What follows belongs to an exercise in optimizing a design on an open flow for small area; a production flow would make more cautious choices.
Function was checked by simulation only, so behaviour that the tests miss may differ from the original.
The clock port is modelled as an ideal driver; clocking choices that lean on that would not hold on a real chip.
No activity file was given, so power comes from the tool's default toggle rates.

## flow/run.sh

```bash
#!/bin/bash
# Standard ORFS layout with a few extra knobs:
#  - port buffers are the smallest buffer (buf_1) instead of the flow's default pick
#  - CTS without dummy loads, clkbuf_16 root and tree buffers, clkbuf_8 leaf buffers
#    in larger sink clusters; post_cts.tcl then upsizes any clock buffer whose
#    flip-flop clock pins see too slow a slew
#  - the largest buffers are kept out of the post-synthesis repair steps
set -uo pipefail
PDU="sky130_fd_sc_hd__probe_p_8 sky130_fd_sc_hd__probec_p_8 sky130_fd_sc_hd__lpflow_bleeder_1 sky130_fd_sc_hd__lpflow_clkbufkapwr_1 sky130_fd_sc_hd__lpflow_clkbufkapwr_16 sky130_fd_sc_hd__lpflow_clkbufkapwr_2 sky130_fd_sc_hd__lpflow_clkbufkapwr_4 sky130_fd_sc_hd__lpflow_clkbufkapwr_8 sky130_fd_sc_hd__lpflow_clkinvkapwr_1 sky130_fd_sc_hd__lpflow_clkinvkapwr_16 sky130_fd_sc_hd__lpflow_clkinvkapwr_2 sky130_fd_sc_hd__lpflow_clkinvkapwr_4 sky130_fd_sc_hd__lpflow_clkinvkapwr_8 sky130_fd_sc_hd__lpflow_decapkapwr_12 sky130_fd_sc_hd__lpflow_decapkapwr_3 sky130_fd_sc_hd__lpflow_decapkapwr_4 sky130_fd_sc_hd__lpflow_decapkapwr_6 sky130_fd_sc_hd__lpflow_decapkapwr_8 sky130_fd_sc_hd__lpflow_inputiso0n_1 sky130_fd_sc_hd__lpflow_inputiso0p_1 sky130_fd_sc_hd__lpflow_inputiso1n_1 sky130_fd_sc_hd__lpflow_inputiso1p_1 sky130_fd_sc_hd__lpflow_inputisolatch_1 sky130_fd_sc_hd__lpflow_isobufsrc_1 sky130_fd_sc_hd__lpflow_isobufsrc_16 sky130_fd_sc_hd__lpflow_isobufsrc_2 sky130_fd_sc_hd__lpflow_isobufsrc_4 sky130_fd_sc_hd__lpflow_isobufsrc_8 sky130_fd_sc_hd__lpflow_isobufsrckapwr_16 sky130_fd_sc_hd__lpflow_lsbuf_lh_hl_isowell_tap_1 sky130_fd_sc_hd__lpflow_lsbuf_lh_hl_isowell_tap_2 sky130_fd_sc_hd__lpflow_lsbuf_lh_hl_isowell_tap_4 sky130_fd_sc_hd__lpflow_lsbuf_lh_isowell_4 sky130_fd_sc_hd__lpflow_lsbuf_lh_isowell_tap_1 sky130_fd_sc_hd__lpflow_lsbuf_lh_isowell_tap_2 sky130_fd_sc_hd__lpflow_lsbuf_lh_isowell_tap_4"
BIG="sky130_fd_sc_hd__buf_8 sky130_fd_sc_hd__buf_12 sky130_fd_sc_hd__buf_16 sky130_fd_sc_hd__bufbuf_16 sky130_fd_sc_hd__bufbuf_8"
bash standard.sh synth > synth.log 2>&1 || exit 1
bash standard.sh \
  "CTS_ARGS=-sink_clustering_enable -repair_clock_nets -dont_use_dummy_load -root_buf sky130_fd_sc_hd__clkbuf_16 -tree_buf sky130_fd_sc_hd__clkbuf_16 -sink_clustering_size 28 -sink_clustering_max_diameter 100 -buf_list sky130_fd_sc_hd__clkbuf_8" \
  "POST_CTS_TCL=$PWD/flow/post_cts.tcl" \
  "BUFFER_PORTS_ARGS=-buffer_cell sky130_fd_sc_hd__buf_1" \
  "DONT_USE_CELLS=$PDU $BIG" \
  finish > finish.log 2>&1
```

## flow/post_cts.tcl

```tcl
# Upsize clock buffers whose flip-flop clock pins see too slow a slew.
set clk_slew_target 0.105
set up_map [dict create \
  sky130_fd_sc_hd__clkbuf_1 sky130_fd_sc_hd__clkbuf_2 \
  sky130_fd_sc_hd__clkbuf_2 sky130_fd_sc_hd__clkbuf_4 \
  sky130_fd_sc_hd__clkbuf_4 sky130_fd_sc_hd__clkbuf_8 \
  sky130_fd_sc_hd__clkbuf_8 sky130_fd_sc_hd__clkbuf_16]
for {set iter 0} {$iter < 4} {incr iter} {
  estimate_parasitics -placement
  set fix {}
  foreach pin [get_pins -hierarchical */CLK] {
    if {[get_property $pin slew_max] > $clk_slew_target} {
      set net [get_nets -of_objects $pin]
      foreach drv [get_pins -of_objects $net -filter "direction == output"] {
        set inst [get_cells -of_objects $drv]
        dict set fix [get_full_name $inst] [get_property $inst ref_name]
      }
    }
  }
  set n 0
  dict for {name ref} $fix {
    if {[dict exists $up_map $ref]} {
      replace_cell [get_cells $name] [dict get $up_map $ref]
      incr n
    }
  }
  puts "post_cts: pass $iter upsized $n clock drivers"
  if {$n == 0} { break }
}
detailed_placement
estimate_parasitics -placement
```

## standard.sh

```bash
#!/bin/bash
# synth_recipe.tcl (not shown) runs the flow's synth.tcl, then flattens the netlist and writes it again
# the make line also repeats each setting of config.mk as NAME=value (left out here)
make -C /OpenROAD-flow-scripts/flow DESIGN_CONFIG=/design/flow/config.mk WORK_HOME=/design/flow/orfs CLKGATE_MAP_FILE= SYNTH_SCRIPT=/design/flow/synth_recipe.tcl "${@:-finish}"
```

## config.mk

```make
export PLATFORM = sky130hd
export DESIGN_NAME = RegFile
export DESIGN_NICKNAME = RegFile
export VERILOG_FILES = /design/flow/design.v
export SDC_FILE = /design/flow/constraint.sdc
export NUM_CORES = 4
export LEC_CHECK = 0
export CAP_MARGIN = 0
export CORE_MARGIN = 2
export CORE_UTILIZATION = 40
export GPL_TIMING_DRIVEN = 0
export SLEW_MARGIN = 0
export SYNTH_HIERARCHICAL = 1
export SYNTH_MINIMUM_KEEP_SIZE = 0
```

## constraint.sdc

```tcl
create_clock -name core_clock -period 10.0 [get_ports {clk}]
set_input_delay 2.0000 -clock core_clock [delete_from_list [all_inputs] [get_ports {clk}]]
set_output_delay 2.0000 -clock core_clock [all_outputs]
set_load 0.01 [all_outputs]
```

## design.v

```verilog
module RegFile #( parameter
                    width = 32, count = 32
                  ) (
                    read_enable,write_enable, read_addr1, read_addr2, read_data1, read_data2 ,write_data, clk, rst
                    ,write_addr
                  );
  input read_enable, write_enable, clk, rst;
  input [width - 1 : 0] write_data;
  input [4 : 0] read_addr1, read_addr2, write_addr;
  output reg [width - 1 : 0] read_data1, read_data2;
  reg [count - 1 : 0] valid;
  integer i;
  reg [count - 1 : 0] wsel, wseln, rsel1, rsel2;
  always @*
  begin
    for (i = 0; i < count; i = i + 1)
    begin
      wsel[i]  = write_enable & (write_addr == i);
      wseln[i] = ~write_enable | (write_addr != i);
      rsel1[i] = read_enable & valid[i] & (read_addr1 == i);
      rsel2[i] = read_enable & valid[i] & (read_addr2 == i);
    end
  end
  always @(posedge clk, posedge rst)
  begin
    if (rst == 1'b1)
      valid <= {count{1'b0}};
    else
      valid <= valid | wsel;
  end
  wire [width * count - 1 : 0] q;
  wire [width - 1 : 0] next1, next2;
  genvar g, b;
  generate
    for (g = 0; g < count; g = g + 1)
    begin : word
      reg [width - 1 : 0] data;
      wire [width - 1 : 0] d;
      for (b = 0; b < width; b = b + 1)
      begin : wbits
        RegFile_wbit wb (
          .q(data[b]), .w(write_data[b]), .s(wsel[g]), .sn(wseln[g]), .d(d[b])
        );
      end
      always @(posedge clk)
        data <= d;
      assign q[g * width +: width] = data;
    end
    for (b = 0; b < width; b = b + 1)
    begin : rbit
      wire [count - 1 : 0] col;
      for (g = 0; g < count; g = g + 1)
      begin : c
        assign col[g] = q[g * width + b];
      end
      RegFile_rmux m1 (
        .d({read_data1[b], col}), .s({~read_enable, rsel1}), .y(next1[b])
      );
      RegFile_rmux m2 (
        .d({read_data2[b], col}), .s({~read_enable, rsel2}), .y(next2[b])
      );
    end
  endgenerate
  always @(negedge clk)
  begin
    read_data1 <= next1;
    read_data2 <= next2;
  end
endmodule
module RegFile_wbit (q, w, s, sn, d);
  input q, w, s, sn;
  output d;
  assign d = (q & sn) | (w & s);
endmodule
module RegFile_aoi3 (d, s, yn);
  input [2 : 0] d, s;
  output yn;
  assign yn = ~|(d & s);
endmodule
module RegFile_rmux (d, s, y);
  input [32 : 0] d, s;
  output y;
  wire [10 : 0] yn;
  genvar k;
  generate
    for (k = 0; k < 11; k = k + 1)
    begin : t
      RegFile_aoi3 a (.d(d[3 * k +: 3]), .s(s[3 * k +: 3]), .yn(yn[k]));
    end
  endgenerate
  assign y = ~&yn;
endmodule
```

==> reports/results.ini, run 1 <==
[final_layout]
syn_to_final_growth_pct = 12.38
nFillCells = 9621
nNetsFinal = 3718
fin_util_pct = 45.23
final_layout_size_suffix_gt1_share_pct = 9.250

[logic_synthesis]
async_flop_share_pct = 2.857
synth_top_flop_cell = dfxtp_1
yosys-top-cells-area = dfxtp_1 52%, a22o_1 22%, a222oi_1 17%, nand4_1 1.9%, dfrtp_1 1.9%
ys_seq_area_share_pct = 54.28
yosysUniqueCellTypes = 30
synth_edf_count = 0
syn_inst = 3337
yosysTopAreaCell = dfxtp_1
synthesis.nets = 3388
yosysTopAreaCellShare_pct = 52.36
syn_area_per_cell_um2 = 12.47
yosysWarnings = 7
synth_area_mm2 = 0.04160
synth_seq_cells = 1120

[setup_path]
worstSetupPathType = in -> reg
rr_endpoint = read_data2[15]$_DFF_N_
cp.arrival_ps = 4920
slowest_delay_ps = 730
cp-start-kind = input pin
cp_max_fo = 32
critPathRequiredTime_ps = 5550
worstPathCellList = buf_1 -> clkbuf_1 -> and4bb_2 -> and3_2 -> a222oi_1 -> nand4_1 -> or3_1
reg2reg_depth = 4
regToRegSetupSlack_ps = 2420
worst_setup_path_end_kind = flip-flop
cp_slowest_cell = a222oi_1
timing.rr.start = valid[6]$_DFF_PP0_

[sta]
rsz0062_at_grt = no
setup_viol = 0
hold_viol = 0
layout_setup_ws_ps = 634.2
finalClockSkew_ps = 83.30
tightest_slew_ps = 1199
slew_headroom_pct = 20.04
slew_viol_final = 0

[route]
via_count = 40240
drc = 0
viasPerCell = 7.975
routed_wl_um = 192300
drt_iter0_markers = 10530
wl_per_cell_um = 38.11
firstDrtPassIters = 14
ant_nets = 0

[grt]
grt_max_degree = 47
grt_pass1_vias = 37500
grt.overflow.total = 0
antenna_found_initial = 3
grtUsageTotal_pct = 33.79
grt_pass1_wl_um = 268400

[run]
drv_cap = 0

[cts]
cts_num_sinks = 1120
clock_latency_ps = 700
path_clk_slew_ps = 90
cts_tree = done

[floorplanning]
dieHeight_um = 326.5
fp.coreArea_mm2 = 0.1033
num_rows = 118
die_w_um = 326.5
ioPinCount = 115
initial_utilization_pct = 40.25
die_area_mm2 = 0.1066

[hold_path]
hold_class = reg -> reg
min_path_cells = 1
whs_endpoint = valid[22]$_DFF_PP0_
hold_start = valid[22]$_DFF_PP0_

[placed_design]
port_buffers = 114
hpwl_um = 116800
place_ws_ps = 198.0
place.gp.congestion = 0.9707

[power]
irDropWorstVdd_v = 0.0001245
power_mw = 9.746
power_density_mw_per_mm2 = 208.5
power.leakage_nw = 17.68

[run_status]
status = timing/DRC/antenna clean

==> layer usage <==
metal / wire [um] / GRT usage (%)
met1: 74930 / 46.92
met2: 74030 / 44.74
met3: 30620 / 12.04
met4: 12630 / 19.28
met5: 98 / 0.5768
==> worst max-delay path by stage <==
stage	start	endpoint	slack [ps]	cells after the start
2_1_floorplan	read_enable	read_data1[0]$_DFF_N_	1230	6
3_3_place_gp	read_enable	read_data2[1]$_DFF_N_	-430	7
3_5_place_dp	read_enable	read_data2[15]$_DFF_N_	200	7
5_1_grt	read_enable	read_data2[15]$_DFF_N_	640	7
6_report	read_enable	read_data2[15]$_DFF_N_	630	7
==> Yosys stat by module, one instance, submodules excluded <==
module,flops+latches,cells,area (um^2)
RegFile_wbit,0,1,8.758
RegFile_aoi3,0,1,10.01
RegFile,1120,1353,24060
RegFile_rmux,0,4,23.77
==> flip-flops by register name, summed over array words and instances, names as in the netlist <==
name,flops
valid,32
word.data,1024
read_data1,32
read_data2,32
==> report_power, final <==
part | switching [mW] | leakage [nW] | internal [mW]
logic | 0.502 | 7.36 | 0.767
registers | 0.747 | 9.41 | 5.36
clock network | 1.51 | 0.910 | 0.865
total | 2.75 | 17.7 | 6.99
==> worst max-delay path, delay by kind of cell <==
family / cells / cell delay (ps)
buffers and inverters: 2 / 410
AND/OR/NAND/NOR: 4 / 1750
AO/OA/AOI/OAI: 1 / 730
==> layout by cell type, fill, tap and decap left out, types with 40 or more instances in the layout <==
cell,synthesis,final
clkbuf_16,0,45
nand3_1,64,64
or3_1,64,64
a222oi_1,704,704
buf_6,1,105
and3_2,0,64
dfxtp_1,1088,1088
buf_1,0,82
buf_2,8,40
nand4_1,129,129
a22o_1,1024,1024
inv_1,3,64
==> stage by stage <==
stage          std cells  instance area, um^2  hold slack (ps)  setup TNS, ps
3_3_place_gp        4831                43750            442.8         -22220
2_1_floorplan       3337                41600            433.2              0
5_1_grt             5045                46750            509.6              0
6_report            5046                46750            477.2              0
3_5_place_dp        4935                45360            454.7              0
==> synth_stat cells, types with 4 or more instances <==
cell type  number
dfrtp_1        32
and4bb_2        9
dfxtp_1      1088
clkbuf_1       10
nand4_1       129
a21o_1         32
and4b_1         9
a222oi_1      704
nand3_1        64
nand2_1        33
and3_1         64
a22o_1       1024
nor2b_1         6
buf_2           8
nor2_1         31
or3_1          64
nor2_2          4
==> cell type report <==
type                       count  area, um^2  share of cell area (%)
sequential                  1120       22580                   48.30
multi-input combinational   2192       19290                   41.26
tap                         1380        1727                   3.694
timing repair buffer         218        1639                   3.506
clock buffer                  47        1154                   2.468
clock inverter                64       240.2                  0.5139
buffer                        22       108.9                  0.2328
inverter                       2       7.507                 0.01606
antenna                        1       2.502                0.005353
==> logic make-up after synthesis <==
logic type             after synthesis  synth area share, %
DFF                               1120                54.28
and+or+nand+nor                    432                6.352
AOI/OAI and AO/OA                 1760                39.08
buffers and inverters               25               0.2887
==> run 2, diff against run 1 <==
==> flow/run.sh (replaced) <==
#!/bin/bash
# Standard ORFS layout with a few extra knobs:
#  - port buffers are the smallest buffer (buf_1) instead of the flow's default pick
#  - CTS without dummy loads, clkbuf_16 root and tree buffers, clkbuf_8 leaf buffers
#    in larger sink clusters; post_cts.tcl then merges the clock inverters of the
#    falling-edge flip-flops that share a clock net and upsizes any clock buffer or
#    inverter whose flip-flop clock pins see too slow a slew
#  - buffers above buf_2 are kept out of the post-synthesis repair steps
#  - pre_gpl.tcl removes the buffers synthesis inserted before placement
set -uo pipefail
PDU="sky130_fd_sc_hd__probe_p_8 sky130_fd_sc_hd__probec_p_8 sky130_fd_sc_hd__lpflow_bleeder_1 sky130_fd_sc_hd__lpflow_clkbufkapwr_1 sky130_fd_sc_hd__lpflow_clkbufkapwr_16 sky130_fd_sc_hd__lpflow_clkbufkapwr_2 sky130_fd_sc_hd__lpflow_clkbufkapwr_4 sky130_fd_sc_hd__lpflow_clkbufkapwr_8 sky130_fd_sc_hd__lpflow_clkinvkapwr_1 sky130_fd_sc_hd__lpflow_clkinvkapwr_16 sky130_fd_sc_hd__lpflow_clkinvkapwr_2 sky130_fd_sc_hd__lpflow_clkinvkapwr_4 sky130_fd_sc_hd__lpflow_clkinvkapwr_8 sky130_fd_sc_hd__lpflow_decapkapwr_12 sky130_fd_sc_hd__lpflow_decapkapwr_3 sky130_fd_sc_hd__lpflow_decapkapwr_4 sky130_fd_sc_hd__lpflow_decapkapwr_6 sky130_fd_sc_hd__lpflow_decapkapwr_8 sky130_fd_sc_hd__lpflow_inputiso0n_1 sky130_fd_sc_hd__lpflow_inputiso0p_1 sky130_fd_sc_hd__lpflow_inputiso1n_1 sky130_fd_sc_hd__lpflow_inputiso1p_1 sky130_fd_sc_hd__lpflow_inputisolatch_1 sky130_fd_sc_hd__lpflow_isobufsrc_1 sky130_fd_sc_hd__lpflow_isobufsrc_16 sky130_fd_sc_hd__lpflow_isobufsrc_2 sky130_fd_sc_hd__lpflow_isobufsrc_4 sky130_fd_sc_hd__lpflow_isobufsrc_8 sky130_fd_sc_hd__lpflow_isobufsrckapwr_16 sky130_fd_sc_hd__lpflow_lsbuf_lh_hl_isowell_tap_1 sky130_fd_sc_hd__lpflow_lsbuf_lh_hl_isowell_tap_2 sky130_fd_sc_hd__lpflow_lsbuf_lh_hl_isowell_tap_4 sky130_fd_sc_hd__lpflow_lsbuf_lh_isowell_4 sky130_fd_sc_hd__lpflow_lsbuf_lh_isowell_tap_1 sky130_fd_sc_hd__lpflow_lsbuf_lh_isowell_tap_2 sky130_fd_sc_hd__lpflow_lsbuf_lh_isowell_tap_4"
BIG="sky130_fd_sc_hd__buf_4 sky130_fd_sc_hd__buf_6 sky130_fd_sc_hd__buf_8 sky130_fd_sc_hd__buf_12 sky130_fd_sc_hd__buf_16 sky130_fd_sc_hd__bufbuf_16 sky130_fd_sc_hd__bufbuf_8"
bash standard.sh synth > synth.log 2>&1 || exit 1
bash standard.sh \
  "CTS_ARGS=-sink_clustering_enable -repair_clock_nets -dont_use_dummy_load -root_buf sky130_fd_sc_hd__clkbuf_16 -tree_buf sky130_fd_sc_hd__clkbuf_16 -sink_clustering_size 16 -sink_clustering_max_diameter 100 -buf_list sky130_fd_sc_hd__clkbuf_8" \
  "POST_CTS_TCL=$PWD/flow/post_cts.tcl" \
  "PRE_GLOBAL_PLACE_TCL=$PWD/flow/pre_gpl.tcl" \
  "BUFFER_PORTS_ARGS=-buffer_cell sky130_fd_sc_hd__buf_1" \
  "DONT_USE_CELLS=$PDU $BIG" \
  finish > finish.log 2>&1
--- a/flow/post_cts.tcl
+++ b/flow/post_cts.tcl
@@ -1,11 +1,62 @@
-# Upsize clock buffers whose flip-flop clock pins see too slow a slew.
-set clk_slew_target 0.105
+# 1) Merge the per-flop clock inverters that repair_clock_inverters cloned: the
+#    inverters fed by the same clock net drive their flip-flops from one inverter.
+# 2) Upsize clock buffers and inverters whose flip-flop clock pins see too slow a slew.
+set block [ord::get_db_block]
+set groups [dict create]
+foreach inst [$block getInsts] {
+  set m [[$inst getMaster] getName]
+  if {![string match "sky130_fd_sc_hd__inv_*" $m] && ![string match "sky130_fd_sc_hd__clkinv_*" $m]} { continue }
+  set in_net ""; set out_net ""
+  foreach it [$inst getITerms] {
+    if {[$it isInputSignal]} { set in_net [$it getNet] }
+    if {[$it isOutputSignal]} { set out_net [$it getNet] }
+  }
+  if {$in_net == "" || $out_net == "" || $in_net == "NULL" || $out_net == "NULL"} { continue }
+  if {[$in_net getSigType] != "CLOCK"} { continue }
+  set only_clk 1
+  foreach it [$out_net getITerms] {
+    if {[$it getInst] == $inst} { continue }
+    if {[[$it getMTerm] getName] != "CLK"} { set only_clk 0 }
+  }
+  if {[llength [$out_net getBTerms]] > 0} { set only_clk 0 }
+  if {!$only_clk} { continue }
+  dict lappend groups [$in_net getName] $inst
+}
+set merged 0
+dict for {netname insts} $groups {
+  set keep [lindex $insts 0]
+  set keep_out ""
+  foreach it [$keep getITerms] { if {[$it isOutputSignal]} { set keep_out [$it getNet] } }
+  foreach inst [lrange $insts 1 end] {
+    set out ""
+    foreach it [$inst getITerms] { if {[$it isOutputSignal]} { set out [$it getNet] } }
+    foreach it [$out getITerms] {
+      if {[$it getInst] == $inst} { continue }
+      $it disconnect
+      $it connect $keep_out
+    }
+    foreach it [$inst getITerms] { $it disconnect }
+    odb::dbInst_destroy $inst
+    odb::dbNet_destroy $out
+    incr merged
+  }
+}
+puts "post_cts: merged $merged clock inverters into [dict size $groups]"
+
+set clk_slew_target 0.100
 set up_map [dict create \
   sky130_fd_sc_hd__clkbuf_1 sky130_fd_sc_hd__clkbuf_2 \
   sky130_fd_sc_hd__clkbuf_2 sky130_fd_sc_hd__clkbuf_4 \
   sky130_fd_sc_hd__clkbuf_4 sky130_fd_sc_hd__clkbuf_8 \
-  sky130_fd_sc_hd__clkbuf_8 sky130_fd_sc_hd__clkbuf_16]
-for {set iter 0} {$iter < 4} {incr iter} {
+  sky130_fd_sc_hd__clkbuf_8 sky130_fd_sc_hd__clkbuf_16 \
+  sky130_fd_sc_hd__inv_1 sky130_fd_sc_hd__clkinv_2 \
+  sky130_fd_sc_hd__inv_2 sky130_fd_sc_hd__clkinv_2 \
+  sky130_fd_sc_hd__clkinv_1 sky130_fd_sc_hd__clkinv_2 \
+  sky130_fd_sc_hd__clkinv_2 sky130_fd_sc_hd__clkinv_4 \
+  sky130_fd_sc_hd__clkinv_4 sky130_fd_sc_hd__clkinv_8 \
+  sky130_fd_sc_hd__clkinv_8 sky130_fd_sc_hd__clkinv_16]
+for {set iter 0} {$iter < 6} {incr iter} {
+  detailed_placement
   estimate_parasitics -placement
   set fix {}
   foreach pin [get_pins -hierarchical */CLK] {
@@ -29,3 +80,6 @@
 }
 detailed_placement
 estimate_parasitics -placement
+repair_design -slew_margin 20 -cap_margin 20
+detailed_placement
+estimate_parasitics -placement
==> flow/pre_gpl.tcl (new file) <==
remove_buffers
==> config.mk (replaced) <==
export PLATFORM = sky130hd
export DESIGN_NAME = RegFile
export DESIGN_NICKNAME = RegFile
export VERILOG_FILES = /design/flow/design.v
export SDC_FILE = /design/flow/constraint.sdc
export NUM_CORES = 4
export LEC_CHECK = 0
export CAP_MARGIN = 20
export CORE_MARGIN = 2
export CORE_UTILIZATION = 45
export GPL_TIMING_DRIVEN = 0
export SLEW_MARGIN = 20
export SYNTH_HIERARCHICAL = 1
export SYNTH_MINIMUM_KEEP_SIZE = 0
==> run 2 against run 1 <==
  * Still clean
  * Sequential cell count unchanged
  * Sequential share of layout area up 0.64 points
  * Final area down 1.3%
  * Sequential power about the same
  * Worst hold slack better by 4.4 ps
  * First-iteration DRC count up 6.2%
  * Wire length up 2.2%
  * Via count up 3.1%
  * Area after synthesis unchanged
  * Setup slack worse by 170 ps
  * Global-route usage up 5.7 points
  * Clock-buffer cell count up 32
==> reports/results.ini, run 2 <==
[power]
power_mw = 10.05  ; +3.1%
p_sw_share_pct = 28.40  ; +0.13 points
p_int_mw = 7.198  ; +3.0%
seqPwrFrac_pct = 60.8  ; -1.9 points
clock_power_share_pct = 26.3  ; +2.0 points
power.leakage_nw = 17.58  ; -0.60%
switching_power_mw = 2.855  ; +3.6%
combPwrFrac_pct = 12.9  ; about the same
power_density_mw_per_mm2 = 217.9  ; +4.5%
irDropWorstVdd_v = 0.0001557  ; +25%

[setup_path]
worstPathCellList = buf_1 -> nor2b_1 -> and3_2 -> buf_2 -> a222oi_1 -> nand4_1 -> or3_1
critPathRequiredTime_ps = 5640  ; +90 ps
regToRegSetupSlack_ps = 2280  ; -140 ps
cp_max_fo = 18  ; -44%
slowest_delay_ps = 830  ; +100 ps
reg2reg_depth = 5  ; +1
cp-start-kind = input pin
worstSetupPathType = in -> reg
worst_setup_path_end_kind = flip-flop
cp.arrival_ps = 5170  ; +250 ps
critPathBufInv = 2  ; unchanged
startpoint = read_addr1[0]
cp_top_family = simple AND/OR/NAND/NOR gates
rr_endpoint = read_data2[31]$_DFF_N_
cp_slowest_cell = nor2b_1
timing.rr.start = valid[0]$_DFF_PP0_

[logic_synthesis]
synth_edf_count = 0  ; unchanged
yosysWarnings = 7  ; unchanged
synth_seq_cells = 1120  ; unchanged
yosys-top-cells-area = dfxtp_1 52%, a22o_1 22%, a222oi_1 17%, nand4_1 1.9%, dfrtp_1 1.9%
synth_top_family_by_area = compound AO/OA/AOI/OAI gates
syn_area_per_cell_um2 = 12.47  ; unchanged
ys_seq_area_share_pct = 54.28  ; unchanged
yosysUniqueCellTypes = 30  ; unchanged
synthAdderAreaFrac_pct = 0  ; unchanged
yosysMostFrequentCell = dfxtp_1
syn_inst = 3337  ; unchanged
synth_top_cells_by_count = 1088 x dfxtp_1, 1024 x a22o_1, 704 x a222oi_1, 129 x nand4_1
synthMuxAreaShare_pct = 0  ; unchanged
synthesis.nets = 3388  ; unchanged
async_flop_share_pct = 2.857  ; unchanged
yosysTopAreaCellShare_pct = 52.36  ; unchanged
synth_area_mm2 = 0.04160  ; unchanged
synth-simple-area-share_pct = 6.352  ; unchanged
synth_compound_gate_area_share_pct = 39.08  ; unchanged
yosysTopAreaCell = dfxtp_1
synth_top_flop_cell = dfxtp_1
synth_xor_area_share_pct = 0  ; unchanged

[final_layout]
fin_util_pct = 50.33  ; +5.1 points
nFillCells = 8027  ; -17%
final_layout_size_suffix_gt1_share_pct = 10.79  ; +1.5 points
syn_to_final_growth_pct = 10.90
most-common-layout-cells = 1088 x dfxtp_1, 1024 x a22o_1, 704 x a222oi_1
largest_reg_flops = 1024  ; unchanged
regMostFlops = word.data
register_area_mm2 = 0.02258  ; unchanged
multi_input_area_mm2 = 0.01930  ; about the same
nNetsFinal = 3715  ; -0.081%
final_common_cell = dfxtp_1

[cts]
cts_tree = done
cts_num_sinks = 1120  ; unchanged
path_clk_slew_ps = 90  ; about the same
clock_latency_ps = 720  ; +20 ps

[route]
firstDrtPassIters = 14  ; unchanged
routed_wl_um = 196600  ; +2.2%
drc = 0  ; unchanged
via_count = 41470  ; +3.1%
wl_per_cell_um = 40.52  ; +6.3%
viasPerCell = 8.547  ; +7.2%
drt_iter0_markers = 11190  ; +6.2%
ant_nets = 0  ; unchanged

[hold_path]
hold_class = reg -> reg
hold_start = valid[26]$_DFF_PP0_
min_path_cells = 1  ; unchanged
whs_endpoint = valid[26]$_DFF_PP0_

[grt]
grt.overflow.total = 0  ; unchanged
grt_pass1_wl_um = 277500  ; +3.4%
grt_pass1_vias = 39910  ; +6.4%
antenna_found_initial = 3  ; unchanged
grt_max_degree = 39  ; -17%
grtUsageTotal_pct = 39.51  ; +5.7 points

[placed_design]
place.gp.congestion = 0.9978  ; +2.8%
hpwl_um = 127700  ; +9.4%
port_buffers = 114  ; unchanged

[sta]
finalClockSkew_ps = 97.30  ; +14.00 ps
tightest_slew_ps = 1072  ; -127.7 ps
slew_viol_final = 0  ; unchanged
rsz0062_at_grt = no
hold_viol = 0  ; unchanged
setup_viol = 0  ; unchanged
slew_headroom_pct = 28.41  ; +8.4 points

[floorplanning]
fp.coreArea_mm2 = 0.09166  ; -11%
dieHeight_um = 308.0  ; -5.6%
num_rows = 111  ; -5.9%
die_area_mm2 = 0.09489  ; -11%
ioPinCount = 115  ; unchanged
initial_utilization_pct = 45.38  ; +5.1 points
die_w_um = 308.0  ; -5.6%

[run_status]
status = timing/DRC/antenna clean

[run]
drv_cap = 0  ; unchanged

==> run 2: cell counts after synthesis <==
Identical to the previous run, type by type.
==> run 2: layer usage <==
| metal | track usage (%) | vias to the layer above | part of all wire [%] |
|---|---|---|---|
| met5 | 0.7752 | - | 0.020 |
| met4 | 24.17 | 2 | 7.1 |
| met2 | 55.03 | 4214 | 40 |
| met3 | 13.99 | 795 | 16 |
| met1 | 51.95 | 20320 | 36 |
| li1 | - | 16140 | - |
==> run 2: worst max path at each step <==
stage                              to  slack (ps)  cells after the start
6_report       read_data1[13]$_DFF_N_         470                      7
5_1_grt        read_data2[13]$_DFF_N_         570                      7
3_5_place_dp   read_data2[18]$_DFF_N_         100                      7
3_3_place_gp    read_data2[7]$_DFF_N_        -480                      6
2_1_floorplan   read_data1[0]$_DFF_N_        1230                      6
==> run 2: per-module statistics from Yosys (local to each module, per instance) <==
module,cell area (um^2),flip-flops and latches,cells,copies in the design
RegFile_rmux,23.77,0,4,64
RegFile_aoi3,10.01,0,1,704
RegFile_wbit,8.758,0,1,1024
RegFile,24060,1120,1353,1
==> run 2: area by class of cell <==
type	instances	share of cell area, %
sequential	1120	48.95
multi-input combinational	2192	41.83
clock inverter	26	0.2414
antenna	4	0.02170
inverter	2	0.02170
tap	1186	3.217
timing repair buffer	243	2.414
clock buffer	79	3.309
==> run 2: cells by family (layout without fill, tap and decap cells) <==
group / after synthesis / after routing
and+or+nand+nor: 432 / 432
buffers and inverters: 25 / 350
AOI/OAI and AO/OA: 1760 / 1760
DFF: 1120 / 1120
other: 0 / 4
==> run 2: metrics by stage <==
| stage | area (um^2) | setup TNS (ps) | instances | hold slack (ps) | setup slack [ps] |
|---|---|---|---|---|---|
| floorplan | 41600 | 0 | 3337 | 433.2 | 1231 |
| global placement | 43400 | -25100 | 4615 | 442.8 | -480.2 |
| detailed placement | 44490 | 0 | 4744 | 458.5 | 95.68 |
| global route | 46120 | 0 | 4848 | 497.7 | 570.0 |
| finish | 46130 | 0 | 4852 | 481.7 | 469.1 |
==> run 2: power by group through the flow <==
stage / logic, mW / registers (mW) / clock network [mW]
after global routing: 1.36 / 6.20 / 2.79
final: 1.29 / 6.12 / 2.64
after detailed placement: 1.25 / 6.16 / 0.0395
after global placement: 1.18 / 6.07 / 0.0395
after floorplan: 0.901 / 5.97 / 0.0395
==> run 3, diff against run 2 <==
--- a/config.mk
+++ b/config.mk
@@ -7,7 +7,7 @@
 export LEC_CHECK = 0
 export CAP_MARGIN = 20
 export CORE_MARGIN = 2
-export CORE_UTILIZATION = 45
+export CORE_UTILIZATION = 55
 export GPL_TIMING_DRIVEN = 0
 export SLEW_MARGIN = 20
 export SYNTH_HIERARCHICAL = 1
==> run 3 against run 2 <==
  * Still clean
  * Synthesized cell count stayed put
  * First-iteration DRC count increased by 1.7%
  * Register-to-register slack about the same
  * Sequential cell count unchanged
  * Global-route usage is 6.2 points higher
  * Worst hold slack lost 13 ps
  * Largest cell class unchanged
  * Highest routed layer is now met4
==> reports/results.ini, run 3 <==
[cts]
clock_latency_ps = 710  ; about the same
path_clk_slew_ps = 100  ; about the same
cts_tree = done
cts_num_sinks = 1120  ; unchanged

[power]
power.leakage_nw = 17.51  ; -0.37%
irDropWorstVdd_v = 0.0001535  ; -1.4%
power_density_mw_per_mm2 = 217.2  ; -0.31%

[grt]
grt.overflow.total = 0  ; unchanged
grt_max_degree = 39  ; unchanged
grt_pass1_wl_um = 264700  ; -4.6%
grtUsageTotal_pct = 45.68  ; +6.2 points
grt_pass1_vias = 39380  ; -1.3%
antenna_found_initial = 3  ; unchanged

[setup_path]
worstPathCellList = buf_1 -> nor2b_1 -> and3_2 -> buf_2 -> a222oi_1 -> nand4_1 -> or3_1
cp_top_family = simple AND/OR/NAND/NOR gates
cp_slowest_cell = nor2b_1
regToRegSetupSlack_ps = 2270  ; about the same
worst_setup_path_end_kind = flip-flop
critPathRequiredTime_ps = 5640  ; about the same
rr_endpoint = read_data2[29]$_DFF_N_
cp.arrival_ps = 5120  ; -50 ps
timing.rr.start = valid[3]$_DFF_PP0_
worstSetupPathType = in -> reg
cp_max_fo = 20  ; +2
cp-start-kind = input pin
reg2reg_depth = 5  ; unchanged
slowest_delay_ps = 860  ; +30 ps
critPathBufInv = 2  ; unchanged
crit_cells = 7  ; unchanged

[run]
drv_cap = 0  ; unchanged

[logic_synthesis]
syn_area_per_cell_um2 = 12.47  ; unchanged
synth_seq_cells = 1120  ; unchanged
async_flop_share_pct = 2.857  ; unchanged
yosys-top-cells-area = dfxtp_1 52%, a22o_1 22%, a222oi_1 17%, nand4_1 1.9%, dfrtp_1 1.9%
syn_inst = 3337  ; unchanged
yosysMostFrequentCell = dfxtp_1
synth_area_mm2 = 0.04160  ; unchanged
synth_edf_count = 0  ; unchanged
yosysWarnings = 7  ; unchanged
ys_seq_area_share_pct = 54.28  ; unchanged
synth_top_cells_by_count = 1088 x dfxtp_1, 1024 x a22o_1, 704 x a222oi_1, 129 x nand4_1
yosysTopAreaCellShare_pct = 52.36  ; unchanged
synth_top_flop_cell = dfxtp_1
yosysTopAreaCell = dfxtp_1
synthesis.nets = 3388  ; unchanged
yosysUniqueCellTypes = 30  ; unchanged

[placed_design]
placed_cells = 4526  ; -4.6%
port_buffers = 114  ; unchanged
place_ws_ps = 111.1  ; +15.40 ps
place.gp.congestion = 1.056  ; +5.9%
hpwl_um = 117000  ; -8.4%

[floorplanning]
num_rows = 100  ; -9.9%
die_area_mm2 = 0.07785  ; -18%
initial_utilization_pct = 55.69  ; +10 points
dieHeight_um = 279.0  ; -9.4%
ioPinCount = 115  ; unchanged
die_w_um = 279.0  ; -9.4%
fp.coreArea_mm2 = 0.07470  ; -19%

[final_layout]
fin_util_pct = 61.24  ; +11 points
nNetsFinal = 3713  ; -0.054%
largest_reg_flops = 1024  ; unchanged
regMostFlops = word.data
instances_no_fill = 4634  ; -4.5%
syn_to_final_growth_pct = 9.962
final_layout_size_suffix_gt1_share_pct = 10.87  ; +0.088 points
most-common-layout-cells = 1088 x dfxtp_1, 1024 x a22o_1, 704 x a222oi_1
final_common_cell = dfxtp_1

[route]
routed_wl_um = 188300  ; -4.2%
via_count = 41360  ; -0.27%
viasPerCell = 8.926  ; +4.4%
drc = 0  ; unchanged
ant_nets = 0  ; unchanged
firstDrtPassIters = 15  ; +1
wl_per_cell_um = 40.64  ; +0.31%
drt_iter0_markers = 11380  ; +1.7%

[hold_path]
hold_start = valid[24]$_DFF_PP0_
whs_endpoint = valid[24]$_DFF_PP0_
hold_class = reg -> reg
min_path_cells = 1  ; unchanged

[run_status]
status = timing/DRC/antenna clean

[sta]
layout_setup_ws_ps = 520.7  ; +51.56 ps
hold_viol = 0  ; unchanged
setup_viol = 0  ; unchanged
fin_tns_setup_ps = 0  ; unchanged
slew_viol_final = 0  ; unchanged
tightest_slew_ps = 1074  ; +2.636 ps
rsz0062_at_grt = no
slew_headroom_pct = 28.23  ; -0.18 points
finalClockSkew_ps = 96.27  ; -1.037 ps

-- run 3: layout make-up --
class,count,area (um^2)
fill,6031,28950
sequential,1120,22580
multi-input combinational,2192,19300
clock buffer,79,1414
tap,969,1212
timing repair buffer,242,1109
clock inverter,25,108.9
antenna,5,12.51
inverter,2,10.01
-- run 3: cell families (layout without fill, tap and decap cells) --
logic type	Yosys count	after routing	synth area share (%)
compound gates	1760	1760	39.08
flops	1120	1120	54.28
simple gates	432	432	6.352
buf+inv	25	348	0.2887
other cells	0	5	0
-- run 3: where the power goes --
| part | total, mW | switching, mW | leakage, nW | internal (mW) |
|---|---|---|---|---|
| registers | 6.11 | 0.750 | 9.41 | 5.36 |
| clock network | 2.54 | 1.55 | 0.833 | 0.990 |
| logic | 1.29 | 0.526 | 7.27 | 0.763 |
| total | 9.94 | 2.83 | 17.5 | 7.11 |
-- run 3: worst max-delay path by stage --
stage / startpoint / to
finish: read_addr2[0] / read_data2[30]$_DFF_N_
global route: read_enable / read_data1[30]$_DFF_N_
detailed placement: read_enable / read_data1[30]$_DFF_N_
global placement: read_addr1[0] / read_data1[18]$_DFF_N_
floorplan: read_enable / read_data1[0]$_DFF_N_
-- run 3: through the flow --
stage	instance area, um^2	total power [mW]	hold slack, ps
finish	45740	9.937	468.8
global route	45730	10.22	487.5
floorplan	41600	6.908	433.2
global placement	43130	7.270	442.5
detailed placement	44210	7.433	452.7
-- run 3: metal layers --
layer | GRT usage [%] | part of all wire [%] | routed length (um) | vias up
met1 | 57.97 | 35 | 66420 | 20040
li1 | - | - | - | 16150
met3 | 16.30 | 16 | 30100 | 924
met5 | 1.001 | 0 | 0 | -
met2 | 64.85 | 40 | 76140 | 4247
met4 | 31.21 | 8.3 | 15670 | 0
-- run 3: worst register-to-register path, cell delays in order (launching register included) --
cell and delay [ps]:
dfrtp_1 390, and3_2 290, buf_2 430, a222oi_1 510
nand4_1 520, or3_1 530
-- run 3: Yosys stat by module (local to each module, per instance) --
module	flops+latches	cells	area [um^2]	times used
RegFile	1120	1353	24060	1
RegFile_rmux	0	4	23.77	64
RegFile_aoi3	0	1	10.01	704
RegFile_wbit	0	1	8.758	1024
==> run 4, diff against run 3 <==
--- a/flow/post_cts.tcl
+++ b/flow/post_cts.tcl
@@ -43,7 +43,7 @@
 }
 puts "post_cts: merged $merged clock inverters into [dict size $groups]"
 
-set clk_slew_target 0.100
+set clk_slew_target 0.106
 set up_map [dict create \
   sky130_fd_sc_hd__clkbuf_1 sky130_fd_sc_hd__clkbuf_2 \
   sky130_fd_sc_hd__clkbuf_2 sky130_fd_sc_hd__clkbuf_4 \
==> run 4 against run 3 <==
  * Sequential cell count is the same
  * Clock-buffer cell count unchanged
  * Critical path depth is the same
  * Worst hold slack improved by 8.5 ps
  * Clock skew shrank 3.3 ps
  * Non-clock buffer count is the same
  * Global-route usage is essentially flat
  * Power fell by 2.0%
  * Sequential share of layout area rose by 0.24 points
  * Area after synthesis is the same
  * Combinational power barely moved
  * Core utilization down 0.29 points
  * Largest cell class unchanged
==> reports/results.ini, run 4 <==
[route]
viasPerCell = 8.872  ; -0.60%
ant_nets = 0  ; unchanged
drt_iter0_markers = 11430  ; +0.51%
routed_wl_um = 188300  ; about the same
drc = 0  ; unchanged
wl_per_cell_um = 40.61  ; about the same
via_count = 41140  ; -0.53%
firstDrtPassIters = 14  ; -1

[logic_synthesis]
yosysTopAreaCellShare_pct = 52.36  ; unchanged
yosysUniqueCellTypes = 30  ; unchanged
synth_top_flop_cell = dfxtp_1
synth_area_mm2 = 0.04160  ; unchanged
yosysMostFrequentCell = dfxtp_1
syn_inst = 3337  ; unchanged
yosysWarnings = 7  ; unchanged
synth_edf_count = 0  ; unchanged
synthesis.nets = 3388  ; unchanged
synth_top_cells_by_count = 1088 x dfxtp_1, 1024 x a22o_1, 704 x a222oi_1, 129 x nand4_1
ys_seq_area_share_pct = 54.28  ; unchanged
synth_seq_cells = 1120  ; unchanged
yosysTopAreaCell = dfxtp_1
yosys-top-cells-area = dfxtp_1 52%, a22o_1 22%, a222oi_1 17%, nand4_1 1.9%, dfrtp_1 1.9%
syn_area_per_cell_um2 = 12.47  ; unchanged
async_flop_share_pct = 2.857  ; unchanged

[hold_path]
hold_class = reg -> reg

[power]
p_sw_share_pct = 28.76  ; +0.33 points
power_density_mw_per_mm2 = 213.9  ; -1.5%
clock_power_share_pct = 24.1  ; -1.5 points
p_int_mw = 6.938  ; -2.4%
irDropWorstVdd_v = 0.0001319  ; -14%
combPwrFrac_pct = 13.2  ; +0.2 points
switching_power_mw = 2.802  ; -0.85%
seqPwrFrac_pct = 62.7  ; +1.2 points
power.leakage_nw = 17.41  ; -0.59%

[setup_path]
cp_max_fo = 26  ; +30%
worst_setup_path_end_kind = flip-flop
cp-start-kind = input pin
cp.arrival_ps = 5090  ; -30 ps
critPathRequiredTime_ps = 5610  ; -30 ps
worstSetupPathType = in -> reg

[final_layout]
nNetsFinal = 3713  ; unchanged
final_common_cell = dfxtp_1
fin_util_pct = 60.95  ; -0.29 points
multi_input_area_mm2 = 0.01930  ; unchanged
register_area_mm2 = 0.02258  ; unchanged
syn_to_final_growth_pct = 9.438
final_layout_size_suffix_gt1_share_pct = 10.87  ; unchanged
largest_reg_flops = 1024  ; unchanged
most-common-layout-cells = 1088 x dfxtp_1, 1024 x a22o_1, 704 x a222oi_1
regMostFlops = word.data
nFillCells = 6066  ; +0.58%
final_cell_area_mm2 = 0.04553  ; -0.48%

[cts]
clock_latency_ps = 700  ; about the same
cts_num_sinks = 1120  ; unchanged
path_clk_slew_ps = 100  ; about the same
cts_tree = done

[placed_design]
hpwl_um = 117000  ; unchanged
place.gp.congestion = 1.056  ; unchanged
place_area_mm2 = 0.04421  ; unchanged
port_buffers = 114  ; unchanged
place_ws_ps = 111.1  ; unchanged

[sta]
setup_viol = 0  ; unchanged
rsz0062_at_grt = no
tightest_slew_ps = 1067  ; -7.747 ps
hold_viol = 0  ; unchanged
layout_setup_ws_ps = 514.2  ; -6.448 ps
finalClockSkew_ps = 92.93  ; -3.340 ps
slew_headroom_pct = 28.75  ; +0.52 points
slew_viol_final = 0  ; unchanged

[grt]
grt_pass1_vias = 39330  ; -0.10%
grt_max_degree = 39  ; unchanged
grtUsageTotal_pct = 45.70  ; about the same
grt.overflow.total = 0  ; unchanged
antenna_found_initial = 4  ; +1
grt_pass1_wl_um = 264800  ; about the same

[floorplanning]
dieHeight_um = 279.0  ; unchanged
initial_utilization_pct = 55.69  ; unchanged
die_w_um = 279.0  ; unchanged
num_rows = 100  ; unchanged
fp.coreArea_mm2 = 0.07470  ; unchanged
ioPinCount = 115  ; unchanged
die_area_mm2 = 0.07785  ; unchanged

[run_status]
status = timing/DRC/antenna clean

[run]
drv_cap = 0  ; unchanged

[run 4: critical path, cell delays in order]
cell,delay (ps)
buf_1,120
nor2b_1,860
and3_2,470
buf_2,830
a222oi_1,240
nand4_1,350
or3_1,190
[run 4: cells by family (layout without fill, tap and decap cells)]
| kind of cell | count (synthesis) | after routing | share of synthesized area [%] |
|---|---|---|---|
| AOI/OAI and AO/OA | 1760 | 1760 | 39.08 |
| DFF | 1120 | 1120 | 54.28 |
| and+or+nand+nor | 432 | 432 | 6.352 |
| buffers and inverters | 25 | 348 | 0.2887 |
| other | 0 | 8 | 0 |
[run 4: per-stage QoR]
step	power, mW	TNS (ps)	hold slack, ps	instances
3_5_place_dp	7.433	0	452.7	4526
2_1_floorplan	6.908	0	433.2	3337
5_1_grt	10.03	0	495.6	4630
3_3_place_gp	7.270	-18700	442.5	4398
6_report	9.740	0	477.3	4637
[run 4: path summary, 6_finish.rpt]
| check | startpoint | endpoint | slack [ps] | depth (start not counted) |
|---|---|---|---|---|
| max in group asynchronous | rst | valid[15]$_DFF_PP0_ | 8040 | 2 |
| min reg2reg | valid[11]$_DFF_PP0_ | valid[11]$_DFF_PP0_ | 480 | 1 |
| min | valid[11]$_DFF_PP0_ | valid[11]$_DFF_PP0_ | 480 | 1 |
| max | read_addr1[0] | read_data1[27]$_DFF_N_ | 510 | 7 |
| max reg2reg | valid[21]$_DFF_PP0_ | read_data2[17]$_DFF_N_ | 2350 | 5 |
| min in group asynchronous | rst | valid[7]$_DFF_PP0_ | 1470 | 2 |
[run 4: modules after synthesis, one instance, submodules excluded]
module,flops+latches,copies in the design,cells,cell area [um^2]
RegFile,1120,1,1353,24060
RegFile_aoi3,0,704,1,10.01
RegFile_rmux,0,64,4,23.77
RegFile_wbit,0,1024,1,8.758
[run 4: area by class of cell]
cell class              instances  share of cell area (%)
clock buffers                  79                   2.611
diodes                          8                 0.04397
well taps                     969                   2.663
repair buffers                242                   2.435
multi-input cells            2192                   42.38
clock inverters                25                  0.2391
inverters                       2                 0.02199
flip-flops and latches       1120                   49.60
[run 4: layer usage]
layer,vias up,routed length [um],track usage (%)
li1,16150,-,-
met2,4155,76380,65.07
met1,19960,67240,57.98
met4,0,15230,30.91
met3,880,29440,16.23
met5,-,0,1.063
[run 4: power groups by stage]
stage          Clock [mW]  Combinational [mW]  Sequential, mW
2_1_floorplan      0.0395               0.901            5.97
3_3_place_gp       0.0395                1.18            6.05
3_5_place_dp       0.0395                1.25            6.15
5_1_grt              2.49                1.35            6.19
6_report             2.35                1.29            6.11
==> run 5, diff against run 4 <==
--- a/config.mk
+++ b/config.mk
@@ -7,7 +7,7 @@
 export LEC_CHECK = 0
 export CAP_MARGIN = 20
 export CORE_MARGIN = 2
-export CORE_UTILIZATION = 55
+export CORE_UTILIZATION = 60
 export GPL_TIMING_DRIVEN = 0
 export SLEW_MARGIN = 20
 export SYNTH_HIERARCHICAL = 1
==> run 5 against run 4 <==
  * Still clean
  * Sequential cell count unchanged
  * Core utilization increased by 5.3 points
  * Global-route usage increased by 4.2 points
  * Area after synthesis unchanged
  * Via count increased by 2.3%
  * Clock skew increased by 2.3 ps
  * Die area decreased by 8.2%
  * Wire length decreased by 0.62%
  * Register-to-register slack got worse by 80 ps
  * Critical endpoint is now read_data1[22]$_DFF_N_
  * Largest cell class unchanged
==> reports/results.ini, run 5 <==
[final_layout]
syn_to_final_growth_pct = 9.282
regMostFlops = word.data
most-common-layout-cells = 1088 x dfxtp_1, 1024 x a22o_1, 704 x a222oi_1
final_common_cell = dfxtp_1
nNetsFinal = 3712  ; -0.027%
fin_util_pct = 66.28  ; +5.3 points
largest_reg_flops = 1024  ; unchanged
final_layout_size_suffix_gt1_share_pct = 10.74  ; -0.13 points
nFillCells = 5159  ; -15%

[placed_design]
port_buffers = 114  ; unchanged
hpwl_um = 114400  ; -2.2%
place.gp.congestion = 1.049  ; -0.67%
place_ws_ps = 198.0  ; +86.93 ps

[logic_synthesis]
synthMuxAreaShare_pct = 0  ; unchanged
synth_compound_gate_area_share_pct = 39.08  ; unchanged
synth_xor_area_share_pct = 0  ; unchanged
yosys-top-cells-area = dfxtp_1 52%, a22o_1 22%, a222oi_1 17%, nand4_1 1.9%, dfrtp_1 1.9%
synth_top_cells_by_count = 1088 x dfxtp_1, 1024 x a22o_1, 704 x a222oi_1, 129 x nand4_1
synth_top_family_by_area = compound AO/OA/AOI/OAI gates
synth_top_flop_cell = dfxtp_1
syn_inst = 3337  ; unchanged
yosysTopAreaCell = dfxtp_1
yosysTopAreaCellShare_pct = 52.36  ; unchanged
synth_edf_count = 0  ; unchanged
yosysWarnings = 7  ; unchanged
synth-simple-area-share_pct = 6.352  ; unchanged
ys_seq_area_share_pct = 54.28  ; unchanged
yosysUniqueCellTypes = 30  ; unchanged
async_flop_share_pct = 2.857  ; unchanged
yosysMostFrequentCell = dfxtp_1
synth_area_mm2 = 0.04160  ; unchanged
synthesis.nets = 3388  ; unchanged
synthAdderAreaFrac_pct = 0  ; unchanged
synth_seq_cells = 1120  ; unchanged
syn_area_per_cell_um2 = 12.47  ; unchanged

[hold_path]
hold_class = reg -> reg
min_path_cells = 1  ; unchanged
whs_endpoint = valid[16]$_DFF_PP0_
hold_start = valid[16]$_DFF_PP0_

[sta]
fin_tns_setup_ps = 0  ; unchanged
rsz0062_at_grt = no
slew_headroom_pct = 23.89  ; -4.9 points
tightest_slew_ps = 1136  ; +69.87 ps
finalClockSkew_ps = 95.22  ; +2.291 ps
hold_viol = 0  ; unchanged
layout_setup_ws_ps = 477.7  ; -36.54 ps
whs_ps = 478.1  ; +0.7970 ps
slew_viol_final = 0  ; unchanged
setup_viol = 0  ; unchanged

[grt]
grt_pass1_vias = 40680  ; +3.4%
grt_max_degree = 65  ; +67%
grtUsageTotal_pct = 49.93  ; +4.2 points
grt.overflow.total = 0  ; unchanged
antenna_found_initial = 6  ; +2
grt_pass1_wl_um = 266700  ; +0.69%

[setup_path]
worstPathCellList = buf_1 -> nor2b_1 -> and3_2 -> buf_2 -> a222oi_1 -> nand4_1 -> or3_1
critPathBufInv = 2  ; unchanged
worstSetupPathType = in -> reg
critPathRequiredTime_ps = 5600  ; about the same
reg2reg_depth = 5  ; unchanged
cp_max_fo = 19  ; -27%
cp.arrival_ps = 5120  ; +30 ps
worst_setup_path_end_kind = flip-flop
regToRegSetupSlack_ps = 2270  ; -80 ps
slowest_delay_ps = 880  ; +20 ps
timing.rr.start = valid[18]$_DFF_PP0_
cp_slowest_cell = nor2b_1
rr_endpoint = read_data2[1]$_DFF_N_
cp_top_family = simple AND/OR/NAND/NOR gates
cp-start-kind = input pin

[floorplanning]
ioPinCount = 115  ; unchanged
dieHeight_um = 267.3  ; -4.2%
initial_utilization_pct = 60.65  ; +5.0 points
die_area_mm2 = 0.07145  ; -8.2%
fp.coreArea_mm2 = 0.06859  ; -8.2%
die_w_um = 267.3  ; -4.2%
num_rows = 96  ; -4.0%

[route]
drc = 0  ; unchanged
routed_wl_um = 187100  ; -0.62%
ant_nets = 0  ; unchanged
firstDrtPassIters = 15  ; +1
wl_per_cell_um = 40.73  ; +0.31%
drt_iter0_markers = 12230  ; +6.9%
via_count = 42090  ; +2.3%
viasPerCell = 9.161  ; +3.3%

[cts]
clock_latency_ps = 710  ; about the same
path_clk_slew_ps = 100  ; about the same
cts_num_sinks = 1120  ; unchanged
cts_tree = done

[power]
irDropWorstVdd_v = 0.0001495  ; +13%
power.leakage_nw = 17.41  ; about the same
power_density_mw_per_mm2 = 214.4  ; +0.24%
power_mw = 9.749  ; about the same

[run_status]
status = timing/DRC/antenna clean

[run]
drv_cap = 0  ; unchanged

## run 5: cell counts after synthesis
No cell type changed its count.
## run 5: cell families (layout without fill, tap and decap cells)
kind of cell	count (synthesis)	in the layout
compound gates	1760	1760
buf+inv	25	347
other cells	0	4
flops	1120	1120
simple gates	432	432
## run 5: worst register-to-register path: cells and delay by family, from the launching register on
family                 cells  cell delay [ps]
and+or+nand+nor            3             1210
AOI/OAI and AO/OA          1              570
buffers and inverters      1              470
DFF                        1              410
## run 5: area by class of cell
class | count | area [um^2] | area share [%]
clock inverter | 26 | 108.9 | 0.2394
antenna | 4 | 10.01 | 0.02202
multi-input combinational | 2192 | 19300 | 42.45
clock buffer | 79 | 1189 | 2.615
tap | 931 | 1165 | 2.562
inverter | 2 | 10.01 | 0.02202
sequential | 1120 | 22580 | 49.67
timing repair buffer | 240 | 1101 | 2.422
## run 5: per-layer routing
metal | GRT usage (%) | vias up | wire length, um | part of all wire, %
met5 | 0.4851 | - | 25 | 0.013
met4 | 38.07 | 4 | 17310 | 9.3
met3 | 18.31 | 1167 | 32200 | 17
met2 | 69.62 | 4618 | 75220 | 40
met1 | 62.58 | 20170 | 62360 | 33
li1 | - | 16130 | - | -
## run 5: per-module statistics from Yosys (local to each module, per instance)
| module | flip-flops and latches | times used | cells | area [um^2] |
|---|---|---|---|---|
| RegFile | 1120 | 1 | 1353 | 24060 |
| RegFile_rmux | 0 | 64 | 4 | 23.77 |
| RegFile_aoi3 | 0 | 704 | 1 | 10.01 |
| RegFile_wbit | 0 | 1024 | 1 | 8.758 |
## run 5: power by group
| part | total [mW] | leakage (nW) | internal, mW | switching [mW] |
|---|---|---|---|---|
| Combinational | 1.30 | 7.26 | 0.763 | 0.535 |
| Sequential | 6.11 | 9.41 | 5.36 | 0.751 |
| Clock | 2.34 | 0.740 | 0.817 | 1.52 |
## run 5: how the worst max path moves through the flow
stage / startpoint / endpoint / depth (start not counted)
after floorplan: read_enable / read_data1[0]$_DFF_N_ / 6
after global placement: read_addr1[1] / read_data1[13]$_DFF_N_ / 6
after detailed placement: read_enable / read_data1[8]$_DFF_N_ / 7
after global routing: read_enable / read_data2[1]$_DFF_N_ / 7
final: read_addr1[0] / read_data1[22]$_DFF_N_ / 7
## run 5: through the flow
step,area [um^2],cells
2_1_floorplan,41600,3337
3_3_place_gp,43080,4360
3_5_place_dp,44150,4486
5_1_grt,45450,4590
6_report,45460,4594
==> run 6, diff against run 5 <==
--- a/flow/run.sh
+++ b/flow/run.sh
@@ -6,6 +6,7 @@
 #    falling-edge flip-flops that share a clock net and upsizes any clock buffer or
 #    inverter whose flip-flop clock pins see too slow a slew
 #  - buffers above buf_2 are kept out of the post-synthesis repair steps
+#  - power recovery after global routing, which downsizes gates with slack to spare
 #  - pre_gpl.tcl removes the buffers synthesis inserted before placement
 set -uo pipefail
 PDU="sky130_fd_sc_hd__probe_p_8 sky130_fd_sc_hd__probec_p_8 sky130_fd_sc_hd__lpflow_bleeder_1 sky130_fd_sc_hd__lpflow_clkbufkapwr_1 sky130_fd_sc_hd__lpflow_clkbufkapwr_16 sky130_fd_sc_hd__lpflow_clkbufkapwr_2 sky130_fd_sc_hd__lpflow_clkbufkapwr_4 sky130_fd_sc_hd__lpflow_clkbufkapwr_8 sky130_fd_sc_hd__lpflow_clkinvkapwr_1 sky130_fd_sc_hd__lpflow_clkinvkapwr_16 sky130_fd_sc_hd__lpflow_clkinvkapwr_2 sky130_fd_sc_hd__lpflow_clkinvkapwr_4 sky130_fd_sc_hd__lpflow_clkinvkapwr_8 sky130_fd_sc_hd__lpflow_decapkapwr_12 sky130_fd_sc_hd__lpflow_decapkapwr_3 sky130_fd_sc_hd__lpflow_decapkapwr_4 sky130_fd_sc_hd__lpflow_decapkapwr_6 sky130_fd_sc_hd__lpflow_decapkapwr_8 sky130_fd_sc_hd__lpflow_inputiso0n_1 sky130_fd_sc_hd__lpflow_inputiso0p_1 sky130_fd_sc_hd__lpflow_inputiso1n_1 sky130_fd_sc_hd__lpflow_inputiso1p_1 sky130_fd_sc_hd__lpflow_inputisolatch_1 sky130_fd_sc_hd__lpflow_isobufsrc_1 sky130_fd_sc_hd__lpflow_isobufsrc_16 sky130_fd_sc_hd__lpflow_isobufsrc_2 sky130_fd_sc_hd__lpflow_isobufsrc_4 sky130_fd_sc_hd__lpflow_isobufsrc_8 sky130_fd_sc_hd__lpflow_isobufsrckapwr_16 sky130_fd_sc_hd__lpflow_lsbuf_lh_hl_isowell_tap_1 sky130_fd_sc_hd__lpflow_lsbuf_lh_hl_isowell_tap_2 sky130_fd_sc_hd__lpflow_lsbuf_lh_hl_isowell_tap_4 sky130_fd_sc_hd__lpflow_lsbuf_lh_isowell_4 sky130_fd_sc_hd__lpflow_lsbuf_lh_isowell_tap_1 sky130_fd_sc_hd__lpflow_lsbuf_lh_isowell_tap_2 sky130_fd_sc_hd__lpflow_lsbuf_lh_isowell_tap_4"
@@ -15,6 +16,7 @@
   "CTS_ARGS=-sink_clustering_enable -repair_clock_nets -dont_use_dummy_load -root_buf sky130_fd_sc_hd__clkbuf_16 -tree_buf sky130_fd_sc_hd__clkbuf_16 -sink_clustering_size 16 -sink_clustering_max_diameter 100 -buf_list sky130_fd_sc_hd__clkbuf_8" \
   "POST_CTS_TCL=$PWD/flow/post_cts.tcl" \
   "PRE_GLOBAL_PLACE_TCL=$PWD/flow/pre_gpl.tcl" \
+  RECOVER_POWER=100 \
   "BUFFER_PORTS_ARGS=-buffer_cell sky130_fd_sc_hd__buf_1" \
   "DONT_USE_CELLS=$PDU $BIG" \
   finish > finish.log 2>&1
--- a/flow/post_cts.tcl
+++ b/flow/post_cts.tcl
@@ -43,7 +43,7 @@
 }
 puts "post_cts: merged $merged clock inverters into [dict size $groups]"
 
-set clk_slew_target 0.106
+set clk_slew_target 0.110
 set up_map [dict create \
   sky130_fd_sc_hd__clkbuf_1 sky130_fd_sc_hd__clkbuf_2 \
   sky130_fd_sc_hd__clkbuf_2 sky130_fd_sc_hd__clkbuf_4 \
--- a/config.mk
+++ b/config.mk
@@ -7,7 +7,7 @@
 export LEC_CHECK = 0
 export CAP_MARGIN = 20
 export CORE_MARGIN = 2
-export CORE_UTILIZATION = 60
+export CORE_UTILIZATION = 55
 export GPL_TIMING_DRIVEN = 0
 export SLEW_MARGIN = 20
 export SYNTH_HIERARCHICAL = 1
==> run 6 against run 5 <==
  * Final area down 0.22%
  * Via count down 2.1%
  * Area after synthesis unchanged
  * Critical endpoint is now read_data2[17]$_DFF_N_
  * Sequential share of layout area up 0.11 points
  * Setup slack worse by 210 ps
  * Sequential power about the same
  * Synthesized cell count unchanged
  * Clock skew up 9.5 ps
  * First-iteration DRC count down 3.1%
  * Core utilization down 5.6 points
  * Now fails the layout checks on capacitance limit, slew limit
  * Clock-buffer cell count unchanged
==> reports/results.ini, run 6 <==
[run_status]
status = failed layout checks
violations = capacitance limit, slew limit

[setup_path]
cp-start-kind = input pin
cp_max_fo = 20  ; +1
crit_cells = 7  ; unchanged
startpoint = read_enable
timing.rr.start = valid[21]$_DFF_PP0_
cp_slowest_cell = a222oi_1
critPathBufInv = 2  ; unchanged
worstPathCellList = clkbuf_1 -> and4b_1 -> and3_1 -> clkbuf_2 -> a222oi_1 -> nand4_1 -> or3_1
rr_endpoint = read_data2[17]$_DFF_N_
reg2reg_depth = 5  ; unchanged
cp-endpoint = read_data2[17]$_DFF_N_
cp_top_family = simple AND/OR/NAND/NOR gates
slowest_delay_ps = 690  ; -190 ps
worstSetupPathType = in -> reg
worst_setup_path_end_kind = flip-flop
cp.arrival_ps = 5320  ; +200 ps
regToRegSetupSlack_ps = 2030  ; -240 ps
critPathRequiredTime_ps = 5590  ; about the same

[placed_design]
place.gp.congestion = 1.056  ; +0.68%
port_buffers = 114  ; unchanged
hpwl_um = 117000  ; +2.2%
placed_cells = 4526  ; +0.89%
place_ws_ps = 111.1  ; -86.93 ps

[floorplanning]
fp.coreArea_mm2 = 0.07470  ; +8.9%
die_area_mm2 = 0.07785  ; +9.0%
initial_utilization_pct = 55.69  ; -5.0 points
die_w_um = 279.0  ; +4.4%
ioPinCount = 115  ; unchanged
num_rows = 100  ; +4.2%
dieHeight_um = 279.0  ; +4.4%

[final_layout]
syn_to_final_growth_pct = 9.038
nNetsFinal = 3713  ; +0.027%
final_common_cell = dfxtp_1
nFillCells = 6120  ; +19%
largest_reg_flops = 1024  ; unchanged
final_layout_size_suffix_gt1_share_pct = 8.880  ; -1.9 points
most-common-layout-cells = 1088 x dfxtp_1, 1024 x a22o_1, 704 x a222oi_1
regMostFlops = word.data
instances_no_fill = 4634  ; +0.87%
fin_util_pct = 60.73  ; -5.6 points

[logic_synthesis]
ys_seq_area_share_pct = 54.28  ; unchanged
syn_inst = 3337  ; unchanged
yosysMostFrequentCell = dfxtp_1
yosysTopAreaCellShare_pct = 52.36  ; unchanged
synth_area_mm2 = 0.04160  ; unchanged
synth_seq_cells = 1120  ; unchanged
yosysWarnings = 7  ; unchanged
yosys-top-cells-area = dfxtp_1 52%, a22o_1 22%, a222oi_1 17%, nand4_1 1.9%, dfrtp_1 1.9%
syn_area_per_cell_um2 = 12.47  ; unchanged
synthesis.nets = 3388  ; unchanged
synth_edf_count = 0  ; unchanged
async_flop_share_pct = 2.857  ; unchanged
yosysUniqueCellTypes = 30  ; unchanged
yosysTopAreaCell = dfxtp_1
synth_top_cells_by_count = 1088 x dfxtp_1, 1024 x a22o_1, 704 x a222oi_1, 129 x nand4_1
synth_top_flop_cell = dfxtp_1

[hold_path]
hold_class = reg -> reg

[route]
drc = 0  ; unchanged
drt_iter0_markers = 11850  ; -3.1%
wl_per_cell_um = 40.58  ; -0.38%
via_count = 41210  ; -2.1%
ant_nets = 0  ; unchanged
routed_wl_um = 188000  ; +0.49%
firstDrtPassIters = 14  ; -1
viasPerCell = 8.892  ; -2.9%

[grt]
grt_max_degree = 39  ; -40%
grt_pass1_wl_um = 264800  ; -0.71%
antenna_found_initial = 4  ; -2
grt_pass1_vias = 39350  ; -3.2%
grt.overflow.total = 0  ; unchanged
grtUsageTotal_pct = 45.68  ; -4.2 points

[cts]
path_clk_slew_ps = 100  ; about the same
cts_tree = done
cts_num_sinks = 1120  ; unchanged
clock_latency_ps = 720  ; about the same

[sta]
rsz0062_at_grt = no
layout_setup_ws_ps = 270.2  ; -207.5 ps
hold_viol = 0  ; unchanged
tightest_slew_ps = 2550  ; +1413 ps
slew_viol_final = 467  ; +467
setup_viol = 0  ; unchanged
whs_ps = 474.9  ; -3.219 ps
finalClockSkew_ps = 104.8  ; +9.545 ps
slew_headroom_pct = -70.62  ; -95 points

[power]
power_mw = 9.730  ; -0.20%
power.leakage_nw = 17.33  ; -0.47%
power_density_mw_per_mm2 = 214.5  ; about the same
irDropWorstVdd_v = 0.0001318  ; -12%

[run]
drv_cap = 20  ; +20

==> run 6: cell types whose count changed in the layout (fill, tap and decap cells not counted), moves of 6 or more <==
cell,before,now
buf_2,157,123
nand2_1,1,28
clkbuf_1,0,38
nand2_2,32,5
nor2_1,2,8
buf_1,82,75
clkbuf_2,0,6
==> run 6: layer usage <==
metal / wire length (um) / up-vias / track usage [%]
met5: 0 / - / 1.063
met4: 15230 / 0 / 31.09
met3: 29890 / 910 / 16.29
met2: 76350 / 4136 / 65.07
met1: 66570 / 20010 / 57.83
li1: - / 16150 / -
==> run 6: layout make-up <==
class | count | area (um^2) | share of cell area [%]
Sequential cell | 1120 | 22580 | 49.78
Tap cell | 969 | 1212 | 2.673
Clock buffer | 79 | 1189 | 2.620
Inverter | 2 | 10.01 | 0.02207
Clock inverter | 25 | 106.4 | 0.2345
Multi-Input combinational cell | 2192 | 19180 | 42.28
Timing Repair Buffer | 242 | 1070 | 2.358
Antenna cell | 5 | 12.51 | 0.02758
==> run 6: Yosys stat by module (local to each module, per instance) <==
| module | flops+latches | cell area (um^2) | cells | copies in the design |
|---|---|---|---|---|
| RegFile_rmux | 0 | 23.77 | 4 | 64 |
| RegFile | 1120 | 24060 | 1353 | 1 |
| RegFile_aoi3 | 0 | 10.01 | 1 | 704 |
| RegFile_wbit | 0 | 8.758 | 1 | 1024 |
==> run 6: cell families after synthesis <==
kind of cell    Yosys count  share of synthesized area (%)
compound gates         1760                          39.08
flops                  1120                          54.28
simple gates            432                          6.352
buf+inv                  25                         0.2887
==> run 6: where the power goes <==
group | switching [mW] | internal (mW)
Combinational | 0.519 | 0.762
Sequential | 0.750 | 5.36
Clock | 1.52 | 0.817
Total | 2.79 | 6.94
==> run 6: worst reg2reg max path, stage by stage, from the launching register on <==
cell	delay, ps
dfrtp_1	400
and3_1	420
clkbuf_2	600
a222oi_1	720
nand4_1	340
or3_1	440
==> run 6: worst min-delay path by stage <==
stage | end | depth (start not counted) | start
floorplan | valid[0]$_DFF_PP0_ | 1 | valid[0]$_DFF_PP0_
global placement | valid[8]$_DFF_PP0_ | 1 | valid[8]$_DFF_PP0_
detailed placement | valid[11]$_DFF_PP0_ | 1 | valid[11]$_DFF_PP0_
global route | valid[11]$_DFF_PP0_ | 1 | valid[11]$_DFF_PP0_
finish | valid[22]$_DFF_PP0_ | 1 | valid[22]$_DFF_PP0_
==> run 6: stage by stage <==
stage          area [um^2]  setup TNS [ps]
2_1_floorplan        41600               0
3_3_place_gp         43130          -18700
3_5_place_dp         44210               0
5_1_grt              45350               0
6_report             45360               0
